This is an optimization exercise on Yosys and OpenROAD, whose aim is small area, not a production implementation.
Function was checked by simulation only, so behaviour that the tests miss may differ from the original.
The clock input has no modelled driver; a real chip could not lean on it and would need a root buffer or a full tree.
Power is estimated from default activity; no workload was simulated.

`design.v`:
```
`timescale 1ns/1ps
module sp_fa (input a, input b, input c, output s, output co);
    assign s  = a ^ b ^ c;
    assign co = (a & b) | (c & (a | b));
endmodule
module sp_maj (input a, input b, input c, output y);
    assign y = (a & b) | (c & (a | b));
endmodule
module sp_add12 (input [11:0] a, input [11:0] b, input cin, output [12:0] s);
    wire [11:0] c;
    assign c[0] = cin;
    genvar i;
    generate
        for (i = 0; i < 11; i = i + 1) begin : g_bit
            sp_fa u_fa (.a(a[i]), .b(b[i]), .c(c[i]), .s(s[i]), .co(c[i+1]));
        end
    endgenerate
    sp_fa u_msb (.a(a[11]), .b(b[11]), .c(c[11]), .s(s[11]), .co(s[12]));
endmodule
module sp_add11 (input [11:1] a, input [11:1] b, input cin, output [12:1] s);
    wire [11:1] c;
    assign c[1] = cin;
    genvar i;
    generate
        for (i = 1; i < 11; i = i + 1) begin : g_bit
            sp_fa u_fa (.a(a[i]), .b(b[i]), .c(c[i]), .s(s[i]), .co(c[i+1]));
        end
    endgenerate
    sp_fa u_msb (.a(a[11]), .b(b[11]), .c(c[11]), .s(s[11]), .co(s[12]));
endmodule
module sp_carry12 (input [12:1] a, input [12:1] b, input cin, output co);
    wire [12:1] c;
    assign c[1] = cin;
    genvar i;
    generate
        for (i = 1; i < 12; i = i + 1) begin : g_bit
            sp_maj u_maj (.a(a[i]), .b(b[i]), .c(c[i]), .y(c[i+1]));
        end
    endgenerate
    sp_maj u_msb (.a(a[12]), .b(b[12]), .c(c[12]), .y(co));
endmodule
module sp_top (
    input             clk,
    input             rst_n,
    input             vsync,
    input             hsync,
    input      [11:0] data_i,
    output reg [11:0] data_o,
    output            en_o
);
    localparam W  = 40;
    localparam N  = 4 * W + 6;             
    localparam NI = 2 * W + 2;             
    reg [11:0] d [0:N-1];
    integer k;
    always @(posedge clk) begin
        d[0] <= data_i;
        for (k = 1; k < N; k = k + 1)
            d[k] <= (k == NI) ? ~d[k-1] : d[k-1];
    end
    wire [11:0] win [0:2][-2:2][-2:2];
    genvar gs, gy, gx;
    generate
        for (gs = 0; gs < 3; gs = gs + 1) begin : g_st
            for (gy = -2; gy <= 2; gy = gy + 1) begin : g_ty
                for (gx = -2; gx <= 2; gx = gx + 1) begin : g_tx
                    localparam integer P = 2 * W + 1 + gs - W * gy - gx;
                    if (P < 0) begin : g_in
                        assign win[gs][gy][gx] = data_i;
                    end else begin : g_reg
                        assign win[gs][gy][gx] = d[P];
                    end
                end
            end
        end
    endgenerate
    function integer pdy;                  
        input integer j;
        case (j)
        0: pdy = 0;  1: pdy = 0;  2: pdy = -2; 3: pdy = -1;
        4: pdy = -2; 5: pdy = -1; 6: pdy = -2; default: pdy = -1;
        endcase
    endfunction
    function integer pdx;                  
        input integer j;
        case (j)
        0: pdx = -2; 1: pdx = -1; 2: pdx = 0;  3: pdx = 0;
        4: pdx = 2;  5: pdx = 1;  6: pdx = -2; default: pdx = -1;
        endcase
    endfunction
    reg  [7:0] le_b;                       
    genvar gj, gb;
    generate
        for (gj = 0; gj < 8; gj = gj + 1) begin : g_sa
            localparam integer DY = pdy(gj);
            localparam integer DX = pdx(gj);
            wire [11:0] fi = win[0][DY][DX];
            wire [11:0] s  = win[0][-DY][-DX];
            wire [12:0] c;
            assign c[1] = fi[0] | s[0];
            for (gb = 1; gb < 12; gb = gb + 1) begin : g_bit
                sp_maj u_maj (.a(fi[gb]), .b(s[gb]), .c(c[gb]), .y(c[gb+1]));
            end
            always @(posedge clk)
                le_b[gj] <= c[12];
        end
    endgenerate
    wire [11:0] ad [0:7];                  
    generate
        for (gj = 0; gj < 8; gj = gj + 1) begin : g_sb
            localparam integer DY = pdy(gj);
            localparam integer DX = pdx(gj);
            wire [12:0] r;
            sp_add12 u_sub (.a(win[1][DY][DX]), .b(win[1][-DY][-DX]), .cin(le_b[gj]), .s(r));
            assign ad[gj] = r[11:0] ^ {12{~le_b[gj]}};
        end
    endgenerate
    wire [12:0] gh, gd, gz, gvn;
    wire [11:0] a2n = ~ad[2], a3n = ~ad[3];
    assign gh[0]  = ad[0][0] ^ ad[1][0];
    assign gd[0]  = ad[4][0] ^ ad[5][0];
    assign gz[0]  = ad[6][0] ^ ad[7][0];
    assign gvn[0] = ~(a2n[0] ^ a3n[0]);
    sp_add11 u_gh (.a(ad[0][11:1]), .b(ad[1][11:1]), .cin(ad[0][0] & ad[1][0]), .s(gh[12:1]));
    sp_add11 u_gv (.a(a2n[11:1]),   .b(a3n[11:1]),   .cin(a2n[0] | a3n[0]),     .s(gvn[12:1]));
    sp_add11 u_gd (.a(ad[4][11:1]), .b(ad[5][11:1]), .cin(ad[4][0] & ad[5][0]), .s(gd[12:1]));
    sp_add11 u_gz (.a(ad[6][11:1]), .b(ad[7][11:1]), .cin(ad[6][0] & ad[7][0]), .s(gz[12:1]));
    wire [12:0] gdn = ~gd, gzn = ~gz;
    wire v_h, d_h, z_h, d_vn, z_vn, z_d;
    sp_carry12 u_vh (.a(gh[12:1]), .b(gvn[12:1]), .cin(gh[0] & gvn[0]), .co(v_h));
    sp_carry12 u_dh (.a(gh[12:1]), .b(gdn[12:1]), .cin(gh[0] & gdn[0]), .co(d_h));
    sp_carry12 u_zh (.a(gh[12:1]), .b(gzn[12:1]), .cin(gh[0] & gzn[0]), .co(z_h));
    sp_carry12 u_dv (.a(gd[12:1]), .b(gvn[12:1]), .cin(gd[0] | gvn[0]), .co(d_vn));
    sp_carry12 u_zv (.a(gz[12:1]), .b(gvn[12:1]), .cin(gz[0] | gvn[0]), .co(z_vn));
    sp_carry12 u_zd (.a(gd[12:1]), .b(gzn[12:1]), .cin(gd[0] & gzn[0]), .co(z_d));
    wire d_v = ~d_vn, z_v = ~z_vn;
    wire sel_v = v_h & ~d_v & ~z_v;
    wire sel_d = d_h & d_v & ~z_d;
    wire sel_z = z_h & z_v & z_d;
    wire [1:0] dir_b = {sel_d | sel_z, sel_v | sel_z};
    reg  [1:0]  dir_c;                     
    reg  [11:0] qn_c;                      
    always @(posedge clk) begin
        dir_c <= dir_b;
        case (dir_b)
        2'd0: qn_c <= ~ad[1];
        2'd1: qn_c <= a3n;
        2'd2: qn_c <= ~ad[5];
        default: qn_c <= ~ad[7];
        endcase
    end
    reg [11:0] p1n, p2;                    
    always @(*) begin
        case (dir_c)
        2'd0: begin p1n = win[2][0][-2];  p2 = win[2][0][2];   end
        2'd1: begin p1n = win[2][-2][0];  p2 = win[2][2][0];   end
        2'd2: begin p1n = win[2][-2][2];  p2 = win[2][2][-2];  end
        default: begin p1n = win[2][-2][-2]; p2 = win[2][2][2]; end
        endcase
    end
    wire [11:0] p2n = ~p2;
    wire [11:0] sn, cn;
    assign cn[0]  = p1n[0] & p2n[0];
    assign sn[11] = 1'b1;
    generate
        for (gb = 0; gb < 11; gb = gb + 1) begin : g_csa
            sp_fa u_fa (.a(p1n[gb+1]), .b(p2n[gb+1]), .c(qn_c[gb+1]), .s(sn[gb]), .co(cn[gb+1]));
        end
    endgenerate
    wire [12:0] en13;
    sp_add12 u_e (.a(sn), .b(cn), .cin(qn_c[0]), .s(en13));
    wire [12:0] e13   = ~en13;
    wire [11:0] cn_   = win[2][0][0];      
    wire        c_lo  = (cn_ == 12'd4095);
    wire        c_hi  = (cn_ == 12'd0);
    wire        e_big = e13 > 13'd680;
    wire        e_sml = e13 < 13'd3415;
    wire [11:0] e_n   = e13[12] ? 12'd0 : en13[11:0];    
    reg        busy;
    reg [5:0]  rowc;
    reg [5:0]  col;
    always @(posedge clk or negedge rst_n) begin
        if (!rst_n)
            busy <= 1'b0;
        else if (!busy)
            busy <= vsync & hsync;
        else if (rowc == 6'd32 && col == 6'd39)
            busy <= 1'b0;
    end
    always @(posedge clk) begin
        if (!busy) begin
            rowc <= 6'd0;
            col  <= 6'd36;
        end else if (col == 6'd39) begin
            rowc <= rowc + 6'd1;
            col  <= 6'd0;
        end else
            col  <= col + 6'd1;
    end
    wire filt = (rowc >= 6'd5 && rowc <= 6'd30 && col >= 6'd1 && col <= 6'd35) ||
                (rowc == 6'd30 && col == 6'd36);
    assign en_o = busy && rowc >= 6'd3;
    always @(posedge clk)
        data_o <= ~((filt && ((c_lo && e_big) || (c_hi && e_sml))) ? e_n : cn_);
endmodule
```
`flow/run.sh`:
```
#!/bin/bash
# Layout flow: the standard ORFS flow (standard.sh), with three changes
# made through ORFS's own variables and step hooks:
#  - clock tree: sinks clustered 32 to a clkbuf_16, no dummy loads;
#  - port buffers: buf_1 instead of ORFS's default choice;
#  - after floorplan, majority gates that synthesis sized _2 go back to _1
#    (repair steps later upsize whatever timing needs).
# Each tool's output stays in orfs/logs; make's output goes to flow_make.log.
set -euo pipefail
W=$(pwd)
export CTS_ARGS="-sink_clustering_enable -repair_clock_nets -dont_use_dummy_load -sink_clustering_size 32 -sink_clustering_max_diameter 100 -buf_list sky130_fd_sc_hd__clkbuf_16"
export BUFFER_PORTS_ARGS="-buffer_cell sky130_fd_sc_hd__buf_1"
export POST_FLOORPLAN_TCL="$W/flow/post_floorplan.tcl"
bash standard.sh > "$W/flow_make.log" 2>&1
```
`flow/post_floorplan.tcl`:
```
# Downsize cells that synthesis picked a larger drive for than needed;
# later repair steps size up any that timing needs.
set swaps {sky130_fd_sc_hd__maj3_2 sky130_fd_sc_hd__maj3_1}
set db [ord::get_db]
set n 0
foreach inst [[ord::get_db_block] getInsts] {
  set m [[$inst getMaster] getName]
  if {[dict exists $swaps $m]} {
    $inst swapMaster [$db findMaster [dict get $swaps $m]]
    incr n
  }
}
puts "post_floorplan: downsized $n cells"
```
`standard.sh`:
```
#!/bin/bash
# synth_recipe.tcl (not shown) runs the flow's synth.tcl, then flattens the netlist and writes it again
# the make line also repeats each setting of config.mk as NAME=value (left out here)
make -C /OpenROAD-flow-scripts/flow DESIGN_CONFIG=/design/flow/config.mk WORK_HOME=/design/flow/orfs CLKGATE_MAP_FILE= SYNTH_SCRIPT=/design/flow/synth_recipe.tcl "${@:-finish}"
```
`config.mk`:
```
export PLATFORM = sky130hd
export DESIGN_NAME = sp_top
export DESIGN_NICKNAME = sp_top
export VERILOG_FILES = /design/flow/design.v
export SDC_FILE = /design/flow/constraint.sdc
export NUM_CORES = 4
export LEC_CHECK = 0
export CAP_MARGIN = 20
export CORE_MARGIN = 2
export CORE_UTILIZATION = 70
export PLACE_DENSITY = 0.85
export SLEW_MARGIN = 20
export SYNTH_HIERARCHICAL = 1
export SYNTH_MINIMUM_KEEP_SIZE = 0
```
`constraint.sdc`:
```
create_clock -name core_clock -period 10.0 [get_ports {clk}]
set_input_delay 2.0000 -clock core_clock [delete_from_list [all_inputs] [get_ports {clk}]]
set_output_delay 2.0000 -clock core_clock [all_outputs]
set_load 0.01 [all_outputs]
```
==> results of run 1 <==
[per-layer routing]
| layer | part of all wire [%] | vias to the layer above |
|---|---|---|
| li1 | - | 8757 |
| met1 | 41 | 9005 |
| met2 | 53 | 278 |
| met3 | 2.7 | 127 |
| met4 | 3.1 | 2 |
| met5 | 0.016 | - |
[metrics by stage]
stage / area (um^2) / total power, mW / setup WS, ps
4_1_cts: 51800 / 12.2 / 1310
3_3_place_gp: 49900 / 8.76 / 1290
3_5_place_dp: 49900 / 8.78 / 1400
2_1_floorplan: 48900 / 8.70 / 2410
5_1_grt: 51800 / 12.5 / 1060
6_report: 51800 / 12.2 / 1290
[per-module statistics from Yosys, one instance, submodules excluded, excerpt]
module	copies in the design	area, um^2	cells inside
sp_top	1	43800	2424
sp_fa	163	20.0	1
sp_maj	160	11.3	1
[worst paths after layout]
path                          start        to  slack, ps  cells past startpoint
max in group asynchronous     rst_n      busy       8790                      1
min in group asynchronous     rst_n      busy       1100                      1
hold / removal             d[22][5]  d[23][5]        290                      0
setup reg to reg            le_b[6]   qn_c[6]       1290                     23
hold reg to reg            d[22][5]  d[23][5]        290                      0
setup / recovery            le_b[6]   qn_c[6]       1290                     23
[cell type report]
class | instances | area [um^2] | area share [%]
clock buffer | 73 | 1830 | 3.53
antenna | 2 | 5.00 | 0.00967
multi-input combinational | 631 | 7540 | 14.6
inverter | 55 | 206 | 0.399
sequential | 2039 | 40800 | 78.9
timing repair buffer | 40 | 195 | 0.377
tap | 931 | 1160 | 2.25
[report_power, final]
part           total [mW]  internal, mW  switching, mW
Combinational       0.257         0.120          0.137
Sequential           8.35          8.26         0.0845
Clock                3.56          1.33           2.23
[sequential cells by signal (all words and copies together), names as in the netlist]
signal and count:
le_b 8, col 6, data_o 12, busy 1
qn_c 12, d 1992, rowc 6, dir_c 2
[cell usage after synthesis, types with 6 or more instances]
| master | instances | area share (%) |
|---|---|---|
| and2_1 | 24 | 0.31 |
| buf_2 | 7 | 0.072 |
| clkbuf_1 | 9 | 0.069 |
| dfxtp_1 | 2038 | 83 |
| fa_1 | 163 | 6.7 |
| ha_1 | 13 | 0.33 |
| inv_1 | 55 | 0.42 |
| maj3_2 | 160 | 3.7 |
| mux2i_1 | 13 | 0.27 |
| mux4_2 | 22 | 1.0 |
| nand2_1 | 22 | 0.17 |
| nand2b_1 | 8 | 0.10 |
| nand3_1 | 6 | 0.061 |
| nand4_1 | 6 | 0.077 |
| nor2_1 | 14 | 0.11 |
| or2_2 | 8 | 0.10 |
| or3_1 | 6 | 0.077 |
| xnor2_1 | 82 | 1.5 |
| xor2_1 | 23 | 0.41 |
[cells by family after synthesis]
family / after synthesis
multiplexers: 35
XOR/XNOR: 105
flip-flops: 2039
adder cells (fa/ha/maj): 336
other: 1
buffers and inverters: 77
AO/OA/AOI/OAI: 40
AND/OR/NAND/NOR: 114
==> run summary, run 1 <==
number of buffers created by CTS 73; yosys warns 9; nets 3032; Mapped Cells 2747; number of synthesized register bits 2039; Simple-Gate Fraction of Synth Area 1.31%; CP Data Required Time 10480 ps; largest net degree at the start of global routing 33; # rows 96; Cells after DPL 3696; Syn Nets 2939; Leak 20.6 nW; Fmax 115 MHz; total track usage 24.7%; post-detail-place hpwl 55800 um; async set or reset register ratio after synthesis 0.0490%; Top delay family on crit path adder cells; Final Skew 68.7 ps; Initial DRT Pass Iterations 4; met1 Use GR 30.6%; Most Crowded Layer GR met2; largest family of logic cells by synthesized area adder cells; Seq/Total Area, Yosys 83.5%; GPL Wtd Cong 0.864; commonest non-fill, non-tap cell in the layout dfxtp_1; CTS H-tree lvls 3; met2 GRT Util 45.1%; CP peak stage delay 590 ps; Cell Area, Synth 48900 um^2; Slew HR 57.1%; Post-CTS Hold Buffers 0; Die Span X 268 um; post-synthesis compound-gate area fraction 0.663%; final setup vio count 0; vias in the first global route 20300; Syn Area/Cell 17.8 um^2; worst-margin pin slew 641 ps; remaining antenna violation count 0; Post-CTS Setup Inserts 0; crit path cell chain buf_4, fa_1, fa_1, fa_1, fa_1, fa_1, fa_1, fa_1, fa_1, fa_1, fa_1, fa_1, fa_1, xnor2_1, fa_1, inv_1, maj3_1, maj3_1, nor2_1, and2_1, nor3_1, a2111oi_0, a21oi_1; first-pass GRT wire length 129000 um; final wirelength 84900 um; final hold slack 294 ps; XOR/XNOR Fraction of Synth Area 1.88%; most frequent cells in the layout dfxtp_1, fa_1, maj3_1, xnor2_1, clkbuf_16; Period minus WS final 8710 ps; io pins 29; total grt overflow 0; die area 72000 um^2; Post-synth top flop dfxtp_1; fin crit share 87.1%; CTS tree yes; Post-Route Utilization 75.2%; Critical Path Fanout Max 13; crit start category flop; CP dominant cell by count fa_1; Via density 4.82; die height 268 um; count of pins over their slew limit 0; Worst path slowest cell fa_1; type of destination of the critical path flop; maximum vdd drop 0.212 mV; final hold violation count 0; # DRC 0; Setup CP Type reg -> reg; Synth Area in Adders 10.7%; vias after detailed routing 18200; Final Instance Count excl. Fillers 3771; CTS root buffer clkbuf_16; Starting Density 71.0%; PwrDens 235 nW/um^2; DR iter-0 viols 949; Yosys cell types 56; Maximum Capacitance Violations 0; cts repair resizes 0; setup tns final 0 ps; Hold Path Class reg -> reg; Clock Latency Late Sink 670 ps; met3 usage 3.36%; RSZ-0062 raised after global routing false; Layout area overhead 5.89%; run status finished clean; WP buf/inv 2; drt wl/cell 22.5 um; Fillers 3776; Post-synth EDFFs 0; post-synthesis mux area share 1.28%; initial antenna violation count 8; share of cells above drive strength 1 4.30%; PortBufs 28; core area 68800 um^2; clk buf depth 3; clock-pin transition on the worst setup and hold timing paths 120 ps; CTS sink cnt 2039; WP data arrival 9190 ps
==> inputs of run 2 (changes only) <==
--- a/design.v
+++ b/design.v
@@ -46,5 +46,5 @@
     input             hsync,
     input      [11:0] data_i,
-    output reg [11:0] data_o,
+    output     [11:0] data_o,
     output            en_o
 );
@@ -191,5 +191,5 @@
         if (!busy) begin
             rowc <= 6'd0;
-            col  <= 6'd36;
+            col  <= 6'd37;
         end else if (col == 6'd39) begin
             rowc <= rowc + 6'd1;
@@ -198,8 +198,7 @@
             col  <= col + 6'd1;
     end
-    wire filt = (rowc >= 6'd5 && rowc <= 6'd30 && col >= 6'd1 && col <= 6'd35) ||
-                (rowc == 6'd30 && col == 6'd36);
-    assign en_o = busy && rowc >= 6'd3;
-    always @(posedge clk)
-        data_o <= ~((filt && ((c_lo && e_big) || (c_hi && e_sml))) ? e_n : cn_);
-endmodule
+    wire filt = (rowc >= 6'd5 && rowc <= 6'd30 && col >= 6'd2 && col <= 6'd36) ||
+                (rowc == 6'd30 && col == 6'd37);
+    assign en_o   = busy && rowc >= 6'd3;
+    assign data_o = ~((filt && ((c_lo && e_big) || (c_hi && e_sml))) ? e_n : cn_);
+endmodule
--- a/config.mk
+++ b/config.mk
@@ -9,4 +9,5 @@
 export CORE_MARGIN = 2
 export CORE_UTILIZATION = 70
+export GPL_TIMING_DRIVEN = 0
 export PLACE_DENSITY = 0.85
 export SLEW_MARGIN = 20
==> run 2 against run 1 <==
Compared with the run above:
- now fails the layout checks on negative setup slack
- clock skew rose by 1.5 ps
- sequential power down 0.6%
- first-iteration DRC count grew 4.7%
- count of clock-buffer cells in the layout is the same
- non-clock buffer count rose by 19
- setup slack got worse by 1400 ps
- sequential share of layout area fell by 0.59 points
- die area is 0.62% lower
- critical path depth increased by 1
==> run summary, run 2 <==
run status complete, but fails checks; Blocking Checks negative setup slack; Largest register FFs 1992; clock-pin transition on the worst setup and hold timing paths 120 ps; hold path depth 0; final wirelength 84800 um; CTS tree yes; cell count of the worst reg-to-reg path 23; Fmax 99.0 MHz; reg-to-reg slack, setup 950 ps; final hold violation count 0; PwrDens 234 nW/um^2; remaining antenna violation count 0; DR iter-0 viols 994; first-pass GRT wire length 129000 um; Setup CP Type reg -> out; initial antenna violation count 6; post-synth top area share 83.5%; most frequent cells in the layout dfxtp_1, maj3_1, fa_1, xnor2_1, clkbuf_16; post-synth top area cell dfxtp_1; Post-synth EDFFs 0; Starting Density 70.7%; post-detail-place hpwl 55800 um; r2r startpoint le_b[4]; R2R Path End qn_c[8]; hold worst-path end d[75][8]; Largest regs d x1992, qn_c x12, le_b x8; maximum vdd drop 0.211 mV; drt wl/cell 22.5 um; CP Data Required Time 8000 ps; Initial DRT Pass Iterations 5; Hold Path Class reg -> reg; total track usage 24.9%; GPL Wtd Cong 0.863; synth cell count leaders dfxtp_1, fa_1, maj3_2; Final Skew 70.2 ps; crit path setup slack, layout -102 ps; Layout area overhead 6.75%; number of buffers created by CTS 73; final hold slack 279 ps; Cell Area, Synth 48600 um^2; Top reg by flops d; Mapped Cells 2729; count of pins over their slew limit 0; nets 3031; dominant cell by count in the synthesized netlist dfxtp_1; io pins 29; total power 12.1 mW; CTS H-tree lvls 3; die height 267 um; vias after detailed routing 18200; RSZ-0062 raised after global routing true; fin crit share 101%; vias in the first global route 20800; Syn Nets 2920; Yosys cell types 51; hold path startpoint d[74][8]; die area 71500 um^2; async set or reset register ratio after synthesis 0.0493%; top area cells in the synthesized netlist dfxtp_1, fa_1, maj3_2; CTS root buffer clkbuf_16; Die Span X 267 um; Via density 4.82; total grt overflow 0; share of cells above drive strength 1 5.88%; commonest non-fill, non-tap cell in the layout dfxtp_1; Period minus WS final 10100 ps; largest net degree at the start of global routing 33; crit start category flop; type of destination of the critical path output pin; Slew HR 46.3%; Critical Path Fanout Max 6; Clock Latency Late Sink 680 ps; number of synthesized register bits 2027; core area 68700 um^2; # rows 96; PortBufs 28; Syn Area/Cell 17.8 um^2; Leak 20.6 nW; # DRC 0; final setup vio count 11; yosys warns 9; worst-margin pin slew 806 ps; Maximum Capacitance Violations 0; CTS sink cnt 2027; Seq/Total Area, Yosys 83.6%; Post-synth top flop dfxtp_1; clk buf depth 3; WP data arrival 8100 ps
## run 2: cell types whose count changed in the layout (fill, tap and decap cells not counted), moves of 7 or more
| cell | previous run | this run |
|---|---|---|
| fa_1 | 163 | 151 |
| buf_1 | 28 | 21 |
| a21boi_0 | 0 | 9 |
| mux2i_4 | 0 | 12 |
| nand2_1 | 22 | 15 |
| o211ai_1 | 2 | 10 |
| buf_2 | 0 | 11 |
| fa_2 | 0 | 12 |
| mux2i_1 | 13 | 0 |
| a21oi_1 | 5 | 13 |
| dfxtp_1 | 2038 | 2024 |
| buf_6 | 0 | 10 |
| clkbuf_1 | 0 | 7 |
## run 2: modules after synthesis (local to each module, per instance), excerpt
module	times used	area, um^2	flip-flops and latches	cells
sp_maj	160	11.3	0	1
sp_top	1	43500	2027	2406
sp_fa	163	20.0	0	1
## run 2: kinds of logic (layout without fill, tap and decap cells)
kind of cell / Yosys count / in the layout / share of synthesized area, %
flip-flops: 2027 / 2027 / 83.6
XOR/XNOR: 105 / 105 / 1.89
multiplexers: 34 / 34 / 1.27
adder cells (fa/ha/maj): 335 / 335 / 10.7
AO/OA/AOI/OAI: 58 / 58 / 0.850
other: 1 / 5 / 0.00772
AND/OR/NAND/NOR: 92 / 92 / 1.04
buffers and inverters: 77 / 186 / 0.649
## run 2: worst max path at each step
stage | startpoint | end | cells after the start
2_1_floorplan | dir_c[0] | data_o[10] | 21
3_3_place_gp | dir_c[1] | data_o[5] | 22
3_5_place_dp | dir_c[1] | data_o[5] | 22
4_1_cts | dir_c[0] | data_o[5] | 23
5_1_grt | dir_c[0] | data_o[9] | 23
6_report | dir_c[0] | data_o[9] | 24
## run 2: routing by layer
metal / GRT usage, % / vias up / part of all wire (%)
met5: 0 / - / 0
met3: 4.09 / 152 / 3.4
met1: 30.4 / 8977 / 41
met4: 9.45 / 0 / 4.0
met2: 44.3 / 282 / 52
li1: - / 8763 / -
## run 2: where the power goes
| group | total, mW | switching (mW) | internal [mW] |
|---|---|---|---|
| Combinational | 0.278 | 0.154 | 0.124 |
| Sequential | 8.30 | 0.0869 | 8.22 |
| Clock | 3.54 | 2.21 | 1.33 |
## run 2: final cells by class
class                           count  area [um^2]
Timing Repair Buffer               37          240
Fill cell                        3747        16900
Multi-Input combinational cell    625         7670
Sequential cell                  2027        40600
Inverter                           54          203
Antenna cell                        4         10.0
Clock buffer                       73         1830
Tap cell                          931         1160
Buffer                             22          151
## run 2: critical path: stages, from the launching register on
cell and delay (ps):
dfxtp_2 360, buf_12 130, buf_12 120, mux4_2 520, fa_1 470, fa_2 370, fa_2 350, fa_2 390
fa_2 350, fa_2 370, fa_2 370, fa_2 350, fa_2 350, fa_2 340, fa_2 360, fa_2 390
fa_2 580, nor2_1 60, nand3_1 150, o211ai_1 170, a22oi_4 240, buf_6 150, buf_12 150, mux2i_4 250
buf_2 160
## run 2: what timing repair did
action / CTS / global route
gates resized for setup: 76 / 4
hold buffers: 0 / 0
pin swaps: 9 / 2
gates cloned: 1 / 0
buffers inserted: 8 / 2
hold endpoints to repair: 0 / 0
setup endpoints to repair: 12 / 12
## run 2: stage by stage
stage          setup TNS (ps)  instances  setup slack, ps  utilization [%]  area (um^2)
6_report                 -849       3773             -102             75.5        51900
5_1_grt                 -2930       3769             -271             75.5        51800
4_1_cts                 -2080       3769             -197             75.5        51800
3_5_place_dp           -12700       3688            -1140             72.3        49600
3_3_place_gp           -11940       3688            -1070             72.3        49600
2_1_floorplan               0       2729              441                -        48600
==> inputs of run 3 (changes only) <==
--- a/config.mk
+++ b/config.mk
@@ -9,5 +9,4 @@
 export CORE_MARGIN = 2
 export CORE_UTILIZATION = 70
-export GPL_TIMING_DRIVEN = 0
 export PLACE_DENSITY = 0.85
 export SLEW_MARGIN = 20
==> run 3 against run 2 <==
Compared with the run above:
- now clean on timing, DRC and antenna
- global-route usage up 0.20 points
- synthesized area unchanged
- via count up 0.94%
- synthesized cell count unchanged
- critical path type unchanged
==> run summary, run 3 <==
run status finished clean; Leak 20.5 nW; Syn Nets 2920; CTS sink cnt 2027; Top reg by flops d; CTS tree yes; initial antenna violation count 5; P_sw 2.44 mW; number of synthesized register bits 2027; sequential fraction of design power 68.6%; largest net degree at the start of global routing 33; async set or reset register ratio after synthesis 0.0493%; # rows 96; Hold Path Class reg -> reg; Initial DRT Pass Iterations 4; crit start category flop; DR iter-0 viols 1131; Gate power share 2.2%; synth cell count leaders dfxtp_1, fa_1, maj3_2; post-synth top area cell dfxtp_1; Seq. cell area 40600 um^2; Post-Route Utilization 75.1%; Maximum Capacitance Violations 0; PortBufs 28; Largest register FFs 1992; post-synthesis mux area share 1.27%; dominant cell by count in the synthesized netlist dfxtp_1; Post-synth top flop dfxtp_1; Layout area overhead 6.25%; Seq/Total Area, Yosys 83.6%; RSZ-0062 raised after global routing false; count of pins over their slew limit 0; Die Span X 267 um; XOR/XNOR Fraction of Synth Area 1.89%; final wirelength 86200 um; post-synth top area share 83.5%; commonest non-fill, non-tap cell in the layout dfxtp_1; Cell Area, Synth 48600 um^2; Starting Density 70.7%; Post-synth EDFFs 0; Largest regs d x1992, qn_c x12, le_b x8; Fillers 3783; die area 71500 um^2; Fmax 102 MHz; post-detail-place hpwl 56300 um; type of destination of the critical path output pin; Via density 4.88; # DRC 0; Simple-Gate Fraction of Synth Area 1.04%; Yosys cell types 51; post-synthesis compound-gate area fraction 0.850%; Setup CP Type reg -> out; PwrDens 235 nW/um^2; Synth Area in Adders 10.7%; core area 68700 um^2; Final Skew 59.9 ps; clk buf depth 3; largest family of logic cells by synthesized area adder cells; nets 3016; most frequent cells in the layout dfxtp_1, maj3_1, fa_1, xnor2_1, clkbuf_16; die height 267 um; yosys warns 9; clock power share 29.3%; number of buffers created by CTS 73; Finished Cell Area 51600 um^2; Switching Share 20.1%; share of cells above drive strength 1 5.17%; Period minus WS final 9770 ps; final hold violation count 0; drt wl/cell 23.0 um; multi-input logic area 7550 um^2; placement-stage cell area 49600 um^2; worst-margin pin slew 605 ps; io pins 29; Slew HR 59.6%; Power Internal 9.67 mW; vias in the first global route 20800; Clock Latency Late Sink 660 ps; first-pass GRT wire length 129000 um; Syn Area/Cell 17.8 um^2; remaining antenna violation count 0; Critical Path Fanout Max 6; vias after detailed routing 18300; hold path depth 0; total track usage 25.1%; maximum vdd drop 0.210 mV; CTS H-tree lvls 3; GPL Wtd Cong 0.888; cell count of the worst reg-to-reg path 21; CTS root buffer clkbuf_16; total grt overflow 0; setup tns final 0 ps; top area cells in the synthesized netlist dfxtp_1, fa_1, maj3_2; fin crit share 97.7%; final setup vio count 0; Mapped Cells 2729; Post-CTS Hold Buffers 0; WP data arrival 7770 ps; CP Data Required Time 8000 ps; clock-pin transition on the worst setup and hold timing paths 110 ps
-- run 3: timing repair --
action,4_1_cts,5_1_grt
buffers inserted,0,1
pin swaps,2,3
gates resized for setup,25,11
cloned,0,0
setup endpoints to repair,12,12
-- run 3: power by group through the flow --
stage | sequential, mW | combinational [mW] | clock, mW
after floorplan | 8.44 | 0.213 | 0
after global placement | 8.47 | 0.239 | 0
after detailed placement | 8.48 | 0.253 | 0
after CTS | 8.30 | 0.260 | 3.61
after global routing | 8.32 | 0.285 | 3.84
final | 8.30 | 0.260 | 3.54
-- run 3: logic make-up after synthesis --
| family | after synthesis |
|---|---|
| buf+inv | 77 |
| mux | 34 |
| xor+xnor | 105 |
| fa+ha+maj | 335 |
| simple gates | 92 |
| flops | 2027 |
| other cells | 1 |
| compound gates | 58 |
-- run 3: final cells by class --
cell class              instances  share of cell area, %
multi-input cells             625                   14.6
inverters                      54                  0.393
clock buffers                  73                   3.54
well taps                     931                   2.26
flip-flops and latches       2027                   78.6
repair buffers                 44                  0.524
diodes                          2                0.00970
-- run 3: worst max-delay path: stages, from the launching register on --
cell	delay, ps
dfxtp_4	390
mux4_2	480
inv_1	90
fa_1	450
fa_2	400
fa_2	350
fa_2	350
fa_2	350
fa_2	350
fa_2	350
fa_2	340
fa_1	390
fa_2	350
fa_2	360
fa_2	380
fa_2	610
o311a_1	180
o211ai_1	130
a22oi_4	220
buf_12	190
mux2i_4	280
buf_6	140
-- run 3: path summary, 6_finish.rpt --
check	from	end	slack [ps]
max	dir_c[0]	data_o[3]	230
min	d[67][6]	d[68][6]	290
max reg2reg	le_b[3]	qn_c[0]	1220
min reg2reg	d[67][6]	d[68][6]	290
max in group asynchronous	rst_n	busy	8730
min in group asynchronous	rst_n	busy	1130
-- run 3: metal layers --
| layer | wire length, um | GRT usage [%] |
|---|---|---|
| met5 | 0 | 0 |
| met4 | 3260 | 9.38 |
| met3 | 2660 | 3.53 |
| met2 | 45800 | 46.0 |
| met1 | 34500 | 29.9 |
-- run 3: metrics by stage --
| stage | hold slack (ps) | instances | worst slack, ps | total power [mW] |
|---|---|---|---|---|
| 2_1_floorplan | 310 | 2729 | 441 | 8.66 |
| 3_3_place_gp | 310 | 3680 | 410 | 8.71 |
| 3_5_place_dp | 312 | 3680 | 224 | 8.73 |
| 4_1_cts | 294 | 3753 | 44.4 | 12.2 |
| 5_1_grt | 295 | 3754 | 1.68 | 12.4 |
| 6_report | 292 | 3756 | 227 | 12.1 |
-- run 3: per-module statistics from Yosys, one instance, submodules excluded, a selection --
| module | area (um^2) | times used |
|---|---|---|
| sp_fa | 20.0 | 163 |
| sp_maj | 11.3 | 160 |
| sp_top | 43500 | 1 |
==> inputs of run 4 (changes only) <==
==> flow/run.sh (replaced) <==
#!/bin/bash
set -euo pipefail
W=$(pwd)
export CTS_ARGS="-sink_clustering_enable -repair_clock_nets -dont_use_dummy_load -sink_clustering_size 32 -sink_clustering_max_diameter 100 -buf_list sky130_fd_sc_hd__clkbuf_16"
export BUFFER_PORTS_ARGS="-buffer_cell sky130_fd_sc_hd__buf_1"
export POST_FLOORPLAN_TCL="$W/flow/post_floorplan.tcl"
export POST_CTS_TCL="$W/flow/post_cts.tcl"
bash standard.sh > "$W/flow_make.log" 2>&1
==> flow/post_cts.tcl (new file) <==
set block [ord::get_db_block]
set clknet [[$block findBTerm clk] getNet]
proc bt_loads {net} {
  set l {}
  foreach it [$net getITerms] { if {[$it isInputSignal]} { lappend l $it } }
  return $l
}
set port_loads [bt_loads $clknet]
if {[llength $port_loads] == 1} {
  set root [[lindex $port_loads 0] getInst]
  set rootout [[$root findITerm X] getNet]
  set branches {}
  foreach it [bt_loads $rootout] { lappend branches [$it getInst] }
  set ok 1
  foreach b $branches {
    if {![string match "sky130_fd_sc_hd__clkbuf*" [[$b getMaster] getName]]} { set ok 0 }
  }
  if {$ok && [llength $branches] >= 2} {
    while {[llength $branches] > 4} {
      # nearest pair
      set best {}
      set bd 1e18
      for {set i 0} {$i < [llength $branches]} {incr i} {
        for {set j [expr {$i + 1}]} {$j < [llength $branches]} {incr j} {
          set a [lindex [[lindex $branches $i] getLocation] 0]
          set b [lindex [[lindex $branches $i] getLocation] 1]
          set c [lindex [[lindex $branches $j] getLocation] 0]
          set d [lindex [[lindex $branches $j] getLocation] 1]
          set dist [expr {abs($a - $c) + abs($b - $d)}]
          if {$dist < $bd} { set bd $dist; set best [list $i $j] }
        }
      }
      set keep [lindex $branches [lindex $best 0]]
      set drop [lindex $branches [lindex $best 1]]
      set knet [[$keep findITerm X] getNet]
      set dnet [[$drop findITerm X] getNet]
      foreach it [bt_loads $dnet] { $it disconnect; $it connect $knet }
      [$drop findITerm A] disconnect
      [$drop findITerm X] disconnect
      odb::dbInst_destroy $drop
      odb::dbNet_destroy $dnet
      set branches [lreplace $branches [lindex $best 1] [lindex $best 1]]
    }
    foreach b $branches {
      [$b findITerm A] disconnect
      [$b findITerm A] connect $clknet
    }
    [$root findITerm A] disconnect
    [$root findITerm X] disconnect
    odb::dbInst_destroy $root
    odb::dbNet_destroy $rootout
    puts "post_cts: clock port now drives [llength $branches] branch buffers"
  }
}
==> run 4 against run 3 <==
Compared with the run above:
- largest cell class unchanged
- combinational power barely moved
- sequential share of layout area rose by 0.24 points
- synthesized area did not move
- still clean on timing, DRC and antenna
- first-iteration DRC count barely moved
==> run summary, run 4 <==
# DRC 0; remaining antenna violation count 0; Post-synth top flop dfxtp_1; dominant cell by count in the synthesized netlist dfxtp_1; hold worst-path end d[19][5]; Cell Area, Synth 48600 um^2; CP peak stage delay 570 ps; post-detail-place hpwl 56300 um; Starting Density 70.7%; vias in the first global route 20800; PwrDens 232 nW/um^2; Fmax 102 MHz; Final Skew 74.0 ps; # rows 96; PortBufs 28; Post-synth EDFFs 0; final setup vio count 0; Syn Nets 2920; Layout area overhead 5.92%; CTS sink cnt 2027; top area cells in the synthesized netlist dfxtp_1, fa_1, maj3_2; run status finished clean; WP data arrival 7780 ps; hold path startpoint d[18][5]; nets 3010; vias after detailed routing 18300; WP buf/inv 3; setup tns final 0 ps; crit path cell chain mux4_2, inv_1, fa_1, fa_1, fa_2, fa_2, fa_2, fa_2, fa_1, fa_1, fa_1, fa_1, fa_1, fa_2, fa_2, o311a_1, o211ai_1, a22oi_4, buf_12, mux2i_4, buf_2; Maximum Capacitance Violations 0; Worst path slowest cell fa_2; io pins 29; Fillers 3799; Syn Area/Cell 17.8 um^2; GPL Wtd Cong 0.888; RSZ-0062 raised after global routing false; drt wl/cell 22.9 um; core area 68700 um^2; post-synth top area cell dfxtp_1; most frequent cells in the layout dfxtp_1, maj3_1, fa_1, xnor2_1, clkbuf_16; post-synth top area share 83.5%; share of cells above drive strength 1 4.76%; commonest non-fill, non-tap cell in the layout dfxtp_1; Yosys cell types 51; hold path depth 0; R2R Path End qn_c[0]; type of destination of the critical path output pin; Largest register FFs 1992; yosys warns 9; die area 71500 um^2; total power 12.0 mW; CP dominant cell by count fa_1; count of pins over their slew limit 0; Final Instance Count excl. Fillers 3750; die height 267 um; r2r startpoint le_b[7]; fin crit share 97.8%; total grt overflow 0; Die Span X 267 um; async set or reset register ratio after synthesis 0.0493%; Seq. cell area 40600 um^2; cell count of the worst reg-to-reg path 22; number of synthesized register bits 2027; DR iter-0 viols 1130; Top delay family on crit path adder cells; Critical Path Fanout Max 6; final wirelength 85800 um; first-pass GRT wire length 130000 um; initial antenna violation count 4; Via density 4.88; reg-to-reg slack, setup 1280 ps; maximum vdd drop 0.209 mV; crit start category flop; Clock Latency Late Sink 530 ps; Mapped Cells 2729; Period minus WS final 9780 ps; Slew HR 59.8%; synth cell count leaders dfxtp_1, fa_1, maj3_2; CP Data Required Time 8000 ps; Seq/Total Area, Yosys 83.6%; worst-margin pin slew 602 ps; final hold violation count 0; largest net degree at the start of global routing 33; multi-input logic area 7540 um^2; Hold Path Class reg -> reg; final hold slack 266 ps; Top reg by flops d; clock-pin transition on the worst setup and hold timing paths 110 ps; Setup CP Type reg -> out; Largest regs d x1992, qn_c x12, le_b x8; Cells after DPL 3680; Initial DRT Pass Iterations 4; total track usage 24.9%; Leak 20.5 nW
run 4: cell families (layout without fill, tap and decap cells):
group                      Yosys count  in the layout  synth area share [%]
AOI/OAI and AO/OA                   58             58                 0.850
xor gates and xnor gates           105            105                  1.89
adders and majority gates          335            335                  10.7
buffers and inverters               77            165                 0.649
DFF                               2027           2027                  83.6
muxes                               34             34                  1.27
other                                1              3               0.00772
and+or+nand+nor                     92             92                  1.04
run 4: routing by layer:
layer / track usage, % / vias to the layer above / share of wire (%)
li1: - / 8730 / -
met1: 30.6 / 9170 / 41
met2: 47.0 / 274 / 54
met3: 2.24 / 113 / 2.4
met4: 6.54 / 0 / 2.5
met5: 0 / - / 0
run 4: metrics by stage:
step / util [%] / worst slack (ps) / cell area (um^2)
final: 74.9 / 225 / 51400
after global routing: 74.9 / 1.91 / 51400
after detailed placement: 72.3 / 224 / 49600
after global placement: 72.3 / 410 / 49600
after floorplan: - / 441 / 48600
run 4: layout make-up:
class                   count  share of cell area (%)
diodes                      2                 0.00973
clock buffers              68                    3.31
inverters                  54                   0.394
multi-input cells         625                    14.7
flip-flops and latches   2027                    78.9
well taps                 931                    2.26
repair buffers             43                   0.484
run 4: how the worst max path moves through the flow:
stage	start	end	slack, ps	depth (start not counted)
final	dir_c[0]	data_o[2]	220	21
after floorplan	dir_c[0]	data_o[10]	440	21
after detailed placement	dir_c[0]	data_o[2]	220	21
after global placement	dir_c[0]	data_o[2]	410	21
after global routing	dir_c[0]	data_o[4]	2	21
run 4: report_power, final:
| group | leakage [nW] | switching (mW) | total (mW) | internal (mW) |
|---|---|---|---|---|
| clock network | 0.838 | 2.17 | 3.39 | 1.23 |
| registers | 16.6 | 0.0866 | 8.30 | 8.22 |
| logic | 3.06 | 0.140 | 0.260 | 0.120 |
run 4: per-module statistics from Yosys (local to each module, per instance), a selection:
module  cells  times used
sp_top   2406           1
sp_fa       1         163
sp_maj      1         160
==> inputs of run 5 (changes only) <==
--- a/flow/run.sh
+++ b/flow/run.sh
@@ -1,3 +1,12 @@
 #!/bin/bash
+# Layout flow: the standard ORFS flow (standard.sh), with four changes
+# made through ORFS's own variables and step hooks:
+#  - clock tree: sinks clustered 32 to a clkbuf_16, no dummy loads;
+#  - port buffers: buf_1 instead of ORFS's default choice;
+#  - after floorplan, majority gates that synthesis sized _2 go back to _1
+#    (repair steps later upsize whatever timing needs);
+#  - after CTS, the tree's lightly loaded branch buffers are merged in
+#    pairs down to 4.
+# Each tool's output stays in orfs/logs; make's output goes to flow_make.log.
 set -euo pipefail
 W=$(pwd)
--- a/flow/post_cts.tcl
+++ b/flow/post_cts.tcl
@@ -1,2 +1,6 @@
+# Clock tree top: CTS makes clk -> one root buffer -> a level of 8 branch
+# buffers -> leaf buffers, where each branch buffer drives only a handful of
+# leaf buffers. Merge the nearest branch buffers in pairs (one takes over the
+# other's leaf buffers) until 4 are left; the tree keeps its three levels.
 set block [ord::get_db_block]
 set clknet [[$block findBTerm clk] getNet]
@@ -42,13 +46,5 @@
       set branches [lreplace $branches [lindex $best 1] [lindex $best 1]]
     }
-    foreach b $branches {
-      [$b findITerm A] disconnect
-      [$b findITerm A] connect $clknet
-    }
-    [$root findITerm A] disconnect
-    [$root findITerm X] disconnect
-    odb::dbInst_destroy $root
-    odb::dbNet_destroy $rootout
-    puts "post_cts: clock port now drives [llength $branches] branch buffers"
+    puts "post_cts: root buffer now drives [llength $branches] branch buffers"
   }
 }
==> run 5 against run 4 <==
Compared with the run above:
- worst hold slack improved by 1.4 ps
- flip-flop and latch count did not move
- maximum frequency fell by 0.15%
- total power rose by 0.36%
- non-clock buffer count rose by 1
- routed wire length rose by 0.31%
- combinational power barely moved
- sequential power barely moved
- die area did not move
- synthesized area did not move
==> run summary, run 5 <==
# rows 96; number of synthesized register bits 2027; synth cell count leaders dfxtp_1, fa_1, maj3_2; Syn Area/Cell 17.8 um^2; first-pass GRT wire length 129000 um; dominant cell by count in the synthesized netlist dfxtp_1; Largest regs d x1992, qn_c x12, le_b x8; Layout area overhead 6.05%; PortBufs 28; Via density 4.87; CP Data Required Time 8000 ps; Largest register FFs 1992; Period minus WS final 9790 ps; Syn Nets 2920; most frequent cells in the layout dfxtp_1, maj3_1, fa_1, xnor2_1, clkbuf_16; Cell Area, Synth 48600 um^2; type of destination of the critical path output pin; Yosys cell types 51; PwrDens 233 nW/um^2; Maximum Capacitance Violations 0; total grt overflow 0; post-synth top area cell dfxtp_1; share of cells above drive strength 1 5.07%; initial antenna violation count 5; RSZ-0062 raised after global routing false; crit start category flop; remaining antenna violation count 0; final hold violation count 0; core area 68700 um^2; top area cells in the synthesized netlist dfxtp_1, fa_1, maj3_2; commonest non-fill, non-tap cell in the layout dfxtp_1; total track usage 25.0%; Final Skew 71.6 ps; WP data arrival 7790 ps; setup tns final 0 ps; die area 71500 um^2; clock-pin transition on the worst setup and hold timing paths 110 ps; die height 267 um; nets 3012; Seq/Total Area, Yosys 83.6%; Hold Path Class reg -> reg; Post-synth EDFFs 0; Top reg by flops d; async set or reset register ratio after synthesis 0.0493%; Fmax 102 MHz; Place WS 224 ps; count of pins over their slew limit 0; final setup vio count 0; final wirelength 86100 um; fin crit share 97.9%; Leak 20.5 nW; vias in the first global route 20800; crit path setup slack, layout 210 ps; Post-synth top flop dfxtp_1; Setup CP Type reg -> out; post-detail-place hpwl 56300 um; DR iter-0 viols 1186; Mapped Cells 2729; Die Span X 267 um; largest net degree at the start of global routing 33; Critical Path Fanout Max 6; Slew HR 58.0%; run status finished clean; drt wl/cell 23.0 um; maximum vdd drop 0.209 mV; Clock Latency Late Sink 720 ps; vias after detailed routing 18300; yosys warns 9; Initial DRT Pass Iterations 5; Starting Density 70.7%; GPL Wtd Cong 0.888; # DRC 0; post-synth top area share 83.5%; worst-margin pin slew 629 ps; io pins 29; CTS sink cnt 2027
==> run 5: cell counts after synthesis <==
No cell type changed its count.
==> run 5: layer usage <==
layer	GRT usage, %	up-vias	part of all wire [%]
met5	0	-	0.020
met4	8.88	2	3.5
met2	46.1	302	53
li1	-	8722	-
met3	3.33	154	3.2
met1	29.9	9072	40
==> run 5: worst max-delay path, cell delays in order (launching register included) <==
cell and delay, ps:
dfxtp_4 390, mux4_2 510, fa_1 500, fa_2 400, fa_2 360, fa_2 350
fa_2 350, fa_2 350, fa_2 350, fa_2 340, fa_2 350, fa_2 350
fa_2 360, fa_2 380, fa_2 610, o311a_1 190, o211ai_1 130, a22oi_4 220
buf_12 180, mux2i_4 280, buf_6 140
==> run 5: worst paths after layout <==
kind / slack (ps) / start / cells past startpoint / endpoint
setup / recovery: 210 / dir_c[0] / 20 / data_o[0]
min in group asynchronous: 1100 / rst_n / 1 / busy
hold / removal: 270 / d[18][5] / 0 / d[19][5]
max in group asynchronous: 8740 / rst_n / 1 / busy
setup reg to reg: 1220 / le_b[3] / 22 / qn_c[1]
hold reg to reg: 270 / d[18][5] / 0 / d[19][5]
==> run 5: logic make-up after synthesis <==
kind of cell | after synthesis | share of synthesized area (%)
compound gates | 58 | 0.850
xor+xnor | 105 | 1.89
fa+ha+maj | 335 | 10.7
buf+inv | 77 | 0.649
flops | 2027 | 83.6
mux | 34 | 1.27
other cells | 1 | 0.00772
simple gates | 92 | 1.04
==> run 5: cell type report <==
cell class	instances	area (um^2)
flip-flops and latches	2027	40600
diodes	1	2.50
clock buffers	69	1730
repair buffers	44	274
inverters	54	203
well taps	931	1160
multi-input cells	625	7550
fillers	3795	17200
==> run 5: power breakdown <==
group,switching (mW),internal (mW)
Clock,2.19,1.24
Sequential,0.0865,8.22
Combinational,0.140,0.120
Total,2.42,9.58
==> run 5: Yosys stat by module (local to each module, per instance), a selection <==
module  flops+latches  times used
sp_fa               0         163
sp_maj              0         160
sp_top           2027           1
==> run 5: through the flow <==
| step | util, % | hold slack (ps) | cell area, um^2 | power [mW] | cells |
|---|---|---|---|---|---|
| floorplan | - | 310 | 48600 | 8.66 | 2729 |
| global placement | 72.3 | 310 | 49600 | 8.71 | 3680 |
| detailed placement | 72.3 | 312 | 49600 | 8.73 | 3680 |
| global route | 75.0 | 266 | 51500 | 12.3 | 3750 |
| finish | 75.0 | 268 | 51500 | 12.0 | 3751 |

[port drivers added, routing unchanged]
In the flow no input, the clock included, has a driving cell. The finished layouts below were timed again as built, in two steps.
Step 1: set_driving_cell puts a clkbuf_16 on clk and a buf_2 on each other input, an assumption about the parent block.
Step 2 times the ports against the registers' clock, not the clock port: input delays grow and output delays shrink by t, the midpoint of the rising clock arrivals with the driver on.
Three values: no drivers, after step 1, after step 2; two values: the first two.
| run | t (ns) | slack for setup (ns) | hold slack, ns |
|---|---|---|---|
| run 1 | 0.707 | 1.286 / 1.286 / 1.286 | 0.294 / 0.294 / 0.294 |
| run 2 | 0.705 | -0.102 / -0.166 / 0.539 | 0.279 / 0.279 / 0.279 |
| run 3 | 0.686 | 0.227 / 0.165 / 0.851 | 0.292 / 0.292 / 0.292 |
| run 4 | 0.618 | 0.225 / 0.094 / 0.712 | 0.266 / 0.266 / 0.266 |
| run 5 | 0.747 | 0.210 / 0.149 / 0.896 | 0.268 / 0.268 / 0.268 |
